This is an optimization exercise on Yosys and OpenROAD, whose aim is small area, not a production implementation.
Only simulation tests tie the RTL to the original design; equivalence was not proved.
Power figures rest on the tool's default switching activity, not on a simulated workload.

==> flow/design.v (excerpt) <==
module tlb (
    input wire clk, reset,
    input wire [31:0] vaddr,
    output reg [31:0] paddr,
    output reg hit,
    input wire mmu_update_request,
    input wire [31:0] mmu_paddr
);
Size in the first run: ~9500 cells after synthesis.
Settings: LEC_CHECK=0, CAP_MARGIN=20, CORE_MARGIN=2, CORE_UTILIZATION=40, CTS_BUF_LIST=sky130_fd_sc_hd__clkbuf_16, CTS_CLUSTER_DIAMETER=60, CTS_CLUSTER_SIZE=24, PLACE_DENSITY=0.6, SLEW_MARGIN=20, SYNTH_MEMORY_MAX_BITS=16384; clock period 8.0 ns.
run.sh (not shown) runs the stock make flow with config.mk's settings and CLKGATE_MAP_FILE= SYNTH_SCRIPT=/design/flow/synth_recipe.tcl, a recipe that flattens the netlist after the stock synthesis.
Change:
CORE_UTILIZATION = 60   (was 40)
CTS_BUF_LIST = sky130_fd_sc_hd__clkbuf_4 sky130_fd_sc_hd__clkbuf_8   (was sky130_fd_sc_hd__clkbuf_16)
CTS_CLUSTER_DIAMETER = not set   (was 60)
CTS_CLUSTER_SIZE = not set   (was 24)
PLACE_DENSITY = 0.75   (was 0.6)
What happened: Non-clock buffer count came out lower by 222; via count came out higher by 3.7%; synthesized cell count stays the same; sequential share of layout area came out higher by 0.81 points; register-to-register slack gets better by 0.15 ns; critical path depth increases by 1; final area went down by 1.2%.

---

tlb, a different RTL version from the one above (not shown whole).
Size: about 13000 cells after synthesis, about 4600 flip-flops, ~100 I/O pins, about 0.16 mm^2 of cells after synthesis.
==> flow/design.v (excerpt) <==
module tlb (
    input wire clk, reset,
    input wire [31:0] vaddr,
    output reg [31:0] paddr,
    output reg hit,
    input wire mmu_update_request,
    input wire [31:0] mmu_paddr
);
==> flow/config.mk <==
export PLATFORM = sky130hd
export DESIGN_NAME = tlb
export DESIGN_NICKNAME = tlb
export VERILOG_FILES = /design/flow/design.v
export SDC_FILE = /design/flow/constraint.sdc
export NUM_CORES = 4
export LEC_CHECK = 0
export CAP_MARGIN = 20
export CORE_MARGIN = 2
export CORE_UTILIZATION = 40
export CTS_BUF_LIST = sky130_fd_sc_hd__clkbuf_8
export CTS_CLUSTER_DIAMETER = 50
export CTS_CLUSTER_SIZE = 16
export PLACE_DENSITY = 0.75
export SLEW_MARGIN = 20
export SYNTH_HIERARCHICAL = 1
export SYNTH_MEMORY_MAX_BITS = 16384
export SYNTH_MINIMUM_KEEP_SIZE = 0
==> flow/constraint.sdc <==
create_clock -name core_clock -period 8.0 [get_ports {clk}]
set_input_delay 1.6000 -clock core_clock [delete_from_list [all_inputs] [get_ports {clk}]]
set_output_delay 1.6000 -clock core_clock [all_outputs]
set_load 0.01 [all_outputs]
standard.sh (not shown) runs the stock make flow with config.mk's settings and CLKGATE_MAP_FILE= SYNTH_SCRIPT=/design/flow/synth_recipe.tcl, a recipe that flattens the netlist after the stock synthesis.
==> flow/flow/run.sh <==
#!/bin/bash
# Own layout flow: the standard synthesis unchanged (standard.sh synth),
# then the standard layout (standard.sh) with two changes passed to ORFS:
#  - the resizer may not use buffers larger than buf_2/clkbuf_2, so the fanout
#    trees it builds for the wide write and select nets use many small buffers
#    instead of a few very large ones;
#  - clock tree synthesis uses clkbuf_8 in clusters of at most 16 sinks within
#    50 um, without dummy loads.
# ORFS keeps each tool's full log under orfs/logs; make's own output goes to
# synth.log and layout.log in this folder.
set -uo pipefail
bash standard.sh synth > synth.log 2>&1 || exit 1
DU="sky130_fd_sc_hd__probe_p_8 sky130_fd_sc_hd__probec_p_8 sky130_fd_sc_hd__lpflow_bleeder_1 sky130_fd_sc_hd__lpflow_clkbufkapwr_1 sky130_fd_sc_hd__lpflow_clkbufkapwr_16 sky130_fd_sc_hd__lpflow_clkbufkapwr_2 sky130_fd_sc_hd__lpflow_clkbufkapwr_4 sky130_fd_sc_hd__lpflow_clkbufkapwr_8 sky130_fd_sc_hd__lpflow_clkinvkapwr_1 sky130_fd_sc_hd__lpflow_clkinvkapwr_16 sky130_fd_sc_hd__lpflow_clkinvkapwr_2 sky130_fd_sc_hd__lpflow_clkinvkapwr_4 sky130_fd_sc_hd__lpflow_clkinvkapwr_8 sky130_fd_sc_hd__lpflow_decapkapwr_12 sky130_fd_sc_hd__lpflow_decapkapwr_3 sky130_fd_sc_hd__lpflow_decapkapwr_4 sky130_fd_sc_hd__lpflow_decapkapwr_6 sky130_fd_sc_hd__lpflow_decapkapwr_8 sky130_fd_sc_hd__lpflow_inputiso0n_1 sky130_fd_sc_hd__lpflow_inputiso0p_1 sky130_fd_sc_hd__lpflow_inputiso1n_1 sky130_fd_sc_hd__lpflow_inputiso1p_1 sky130_fd_sc_hd__lpflow_inputisolatch_1 sky130_fd_sc_hd__lpflow_isobufsrc_1 sky130_fd_sc_hd__lpflow_isobufsrc_16 sky130_fd_sc_hd__lpflow_isobufsrc_2 sky130_fd_sc_hd__lpflow_isobufsrc_4 sky130_fd_sc_hd__lpflow_isobufsrc_8 sky130_fd_sc_hd__lpflow_isobufsrckapwr_16 sky130_fd_sc_hd__lpflow_lsbuf_lh_hl_isowell_tap_1 sky130_fd_sc_hd__lpflow_lsbuf_lh_hl_isowell_tap_2 sky130_fd_sc_hd__lpflow_lsbuf_lh_hl_isowell_tap_4 sky130_fd_sc_hd__lpflow_lsbuf_lh_isowell_4 sky130_fd_sc_hd__lpflow_lsbuf_lh_isowell_tap_1 sky130_fd_sc_hd__lpflow_lsbuf_lh_isowell_tap_2 sky130_fd_sc_hd__lpflow_lsbuf_lh_isowell_tap_4"
DU="$DU sky130_fd_sc_hd__buf_4 sky130_fd_sc_hd__buf_6 sky130_fd_sc_hd__buf_8 sky130_fd_sc_hd__buf_12 sky130_fd_sc_hd__buf_16"
DU="$DU sky130_fd_sc_hd__bufbuf_8 sky130_fd_sc_hd__bufbuf_16 sky130_fd_sc_hd__bufinv_8 sky130_fd_sc_hd__bufinv_16"
DU="$DU sky130_fd_sc_hd__clkbuf_4 sky130_fd_sc_hd__clkbuf_8 sky130_fd_sc_hd__clkbuf_16"
CTS="-sink_clustering_enable -repair_clock_nets -buf_list sky130_fd_sc_hd__clkbuf_8"
CTS="$CTS -sink_clustering_size 16 -sink_clustering_max_diameter 50 -dont_use_dummy_load"
bash standard.sh "DONT_USE_CELLS=$DU" "CTS_ARGS=$CTS" finish > layout.log 2>&1 || exit 1
Next try:
--- a/flow/flow/run.sh
+++ b/flow/flow/run.sh
@@ -2,3 +2,3 @@
 # Own layout flow: the standard synthesis unchanged (standard.sh synth),
-# then the standard layout (standard.sh) with two changes passed to ORFS:
+# then the standard layout (standard.sh) with these changes passed to ORFS:
 #  - the resizer may not use buffers larger than buf_2/clkbuf_2, so the fanout
@@ -6,6 +6,13 @@
 #    instead of a few very large ones;
-#  - clock tree synthesis uses clkbuf_8 in clusters of at most 16 sinks within
-#    50 um, without dummy loads.
+#  - clock tree synthesis uses clkbuf_4 in clusters of at most 9 sinks within
+#    40 um, without dummy loads;
+#  - before the resizer's fanout repair after global placement, the buffers
+#    that timing-driven global placement kept are removed and the ports are
+#    buffered again (flow/pre_resize.tcl); the repair then rebuilds the buffer
+#    trees aiming 0% (not 20%) below the slew and capacitance limits, and
+#    repair_timing (SETUP_SLACK_MARGIN 0.5 in config.mk) restores setup slack;
+#  - from global routing on the resizer aims 20% below the limits again, so
+#    the repair after global routing restores the usual margin.
 # ORFS keeps each tool's full log under orfs/logs; make's own output goes to
-# synth.log and layout.log in this folder.
+# synth.log, place.log and route.log in this folder.
 set -uo pipefail
@@ -16,4 +23,5 @@
 DU="$DU sky130_fd_sc_hd__clkbuf_4 sky130_fd_sc_hd__clkbuf_8 sky130_fd_sc_hd__clkbuf_16"
-CTS="-sink_clustering_enable -repair_clock_nets -buf_list sky130_fd_sc_hd__clkbuf_8"
-CTS="$CTS -sink_clustering_size 16 -sink_clustering_max_diameter 50 -dont_use_dummy_load"
-bash standard.sh "DONT_USE_CELLS=$DU" "CTS_ARGS=$CTS" finish > layout.log 2>&1 || exit 1
+CTS="-sink_clustering_enable -repair_clock_nets -buf_list sky130_fd_sc_hd__clkbuf_4"
+CTS="$CTS -sink_clustering_size 9 -sink_clustering_max_diameter 40 -dont_use_dummy_load"
+bash standard.sh "DONT_USE_CELLS=$DU" "CTS_ARGS=$CTS" SLEW_MARGIN=0 CAP_MARGIN=0 "PRE_RESIZE_TCL=$PWD/flow/pre_resize.tcl" cts > place.log 2>&1 || exit 1
+bash standard.sh "DONT_USE_CELLS=$DU" "CTS_ARGS=$CTS" SLEW_MARGIN=20 CAP_MARGIN=20 finish > route.log 2>&1 || exit 1
==> flow/flow/pre_resize.tcl (new file) <==
# Undo the fanout repair that timing-driven global placement kept, keeping
# every port buffered, so that repair_design below rebuilds the buffer trees
# with this flow's margins.
remove_buffers
buffer_ports
CTS_BUF_LIST = sky130_fd_sc_hd__clkbuf_4   (was sky130_fd_sc_hd__clkbuf_8)
CTS_CLUSTER_DIAMETER = 40   (was 50)
CTS_CLUSTER_SIZE = 9   (was 16)
SETUP_SLACK_MARGIN = 0.5   (was default)
=> First-iteration DRC count goes down by 1.4%; power goes down by 1.6%; non-clock buffer count goes down by 1163; count of clock-buffer cells in the layout goes up by 213; worst setup slack loses 130 ps; via count goes down by 0.85%; final area goes down by 2.5%; cell count goes down by 4.6%.
Next try:
--- a/flow/flow/run.sh
+++ b/flow/flow/run.sh
@@ -8,9 +8,5 @@
 #    40 um, without dummy loads;
-#  - before the resizer's fanout repair after global placement, the buffers
-#    that timing-driven global placement kept are removed and the ports are
-#    buffered again (flow/pre_resize.tcl); the repair then rebuilds the buffer
-#    trees aiming 0% (not 20%) below the slew and capacitance limits, and
-#    repair_timing (SETUP_SLACK_MARGIN 0.5 in config.mk) restores setup slack;
-#  - from global routing on the resizer aims 20% below the limits again, so
-#    the repair after global routing restores the usual margin.
+#  - up to and including CTS the resizer aims 10% (not 20%) below the slew and
+#    capacitance limits; from global routing on it aims 20% below them again,
+#    so the repair after global routing restores the usual margin.
 # ORFS keeps each tool's full log under orfs/logs; make's own output goes to
@@ -25,3 +21,3 @@
 CTS="$CTS -sink_clustering_size 9 -sink_clustering_max_diameter 40 -dont_use_dummy_load"
-bash standard.sh "DONT_USE_CELLS=$DU" "CTS_ARGS=$CTS" SLEW_MARGIN=0 CAP_MARGIN=0 "PRE_RESIZE_TCL=$PWD/flow/pre_resize.tcl" cts > place.log 2>&1 || exit 1
+bash standard.sh "DONT_USE_CELLS=$DU" "CTS_ARGS=$CTS" SLEW_MARGIN=10 CAP_MARGIN=10 cts > place.log 2>&1 || exit 1
 bash standard.sh "DONT_USE_CELLS=$DU" "CTS_ARGS=$CTS" SLEW_MARGIN=20 CAP_MARGIN=20 finish > route.log 2>&1 || exit 1
SETUP_SLACK_MARGIN = default   (was 0.5)
removed: flow/flow/pre_resize.tcl
Effect: Sequential share of layout area falls by 1.1 points. Non-clock buffer count came out higher by 1160. Power barely changes. Via count is higher by 2.6%. Area after synthesis does not change.

[separate check: timing with driven ports]
No port has a modelled driver above. Below, the same layouts with a new extraction and two added sets of constraints. Step 1 sets driving cells, clkbuf_16 on the clock port and buf_2 on the other inputs (assumed; they add their load-dependent delay and slew). Step 2 times the ports against the registers' clock, not the clock port: input delays grow and output delays shrink by t, the midpoint of the rising clock arrivals with the driver on. Three values: no drivers, after step 1, after step 2; two values: the first two.
| run | shift t [ns] | setup slack, ns | hold WS [ns] | worst setup path at the end | worst register clock-pin slew, ns |
|---|---|---|---|---|---|
| the first run of note 1 | 1.092 | 0.932 / 0.987 / -0.105 | 0.476 / 0.476 / 0.476 | input to register | 0.10 / 0.10 |
| the second run of note 1 | 1.223 | 1.031 / 1.083 / -0.140 | 0.471 / 0.471 / 0.471 | input to register | 0.08 / 0.08 |
| the first run of note 2 | 1.251 | 0.480 / 0.358 / -0.893 | 0.479 / 0.479 / 0.479 | input to register | 0.11 / 0.11 |
| the second run of note 2 | 1.736 | 0.353 / 0.406 / -1.330 | 0.277 / 0.211 / 0.476 | input to register | 0.11 / 0.11 |
| the third run of note 2 | 1.734 | 0.959 / 0.822 / -0.912 | 0.177 / 0.107 / 0.483 | input to register | 0.11 / 0.11 |
With both steps, setup timing fails in every run listed, where it was met with ideal ports. The setup slack of the third run of note 2, which loses most, moves by -0.137 ns with the drivers and by -1.871 ns with both steps.
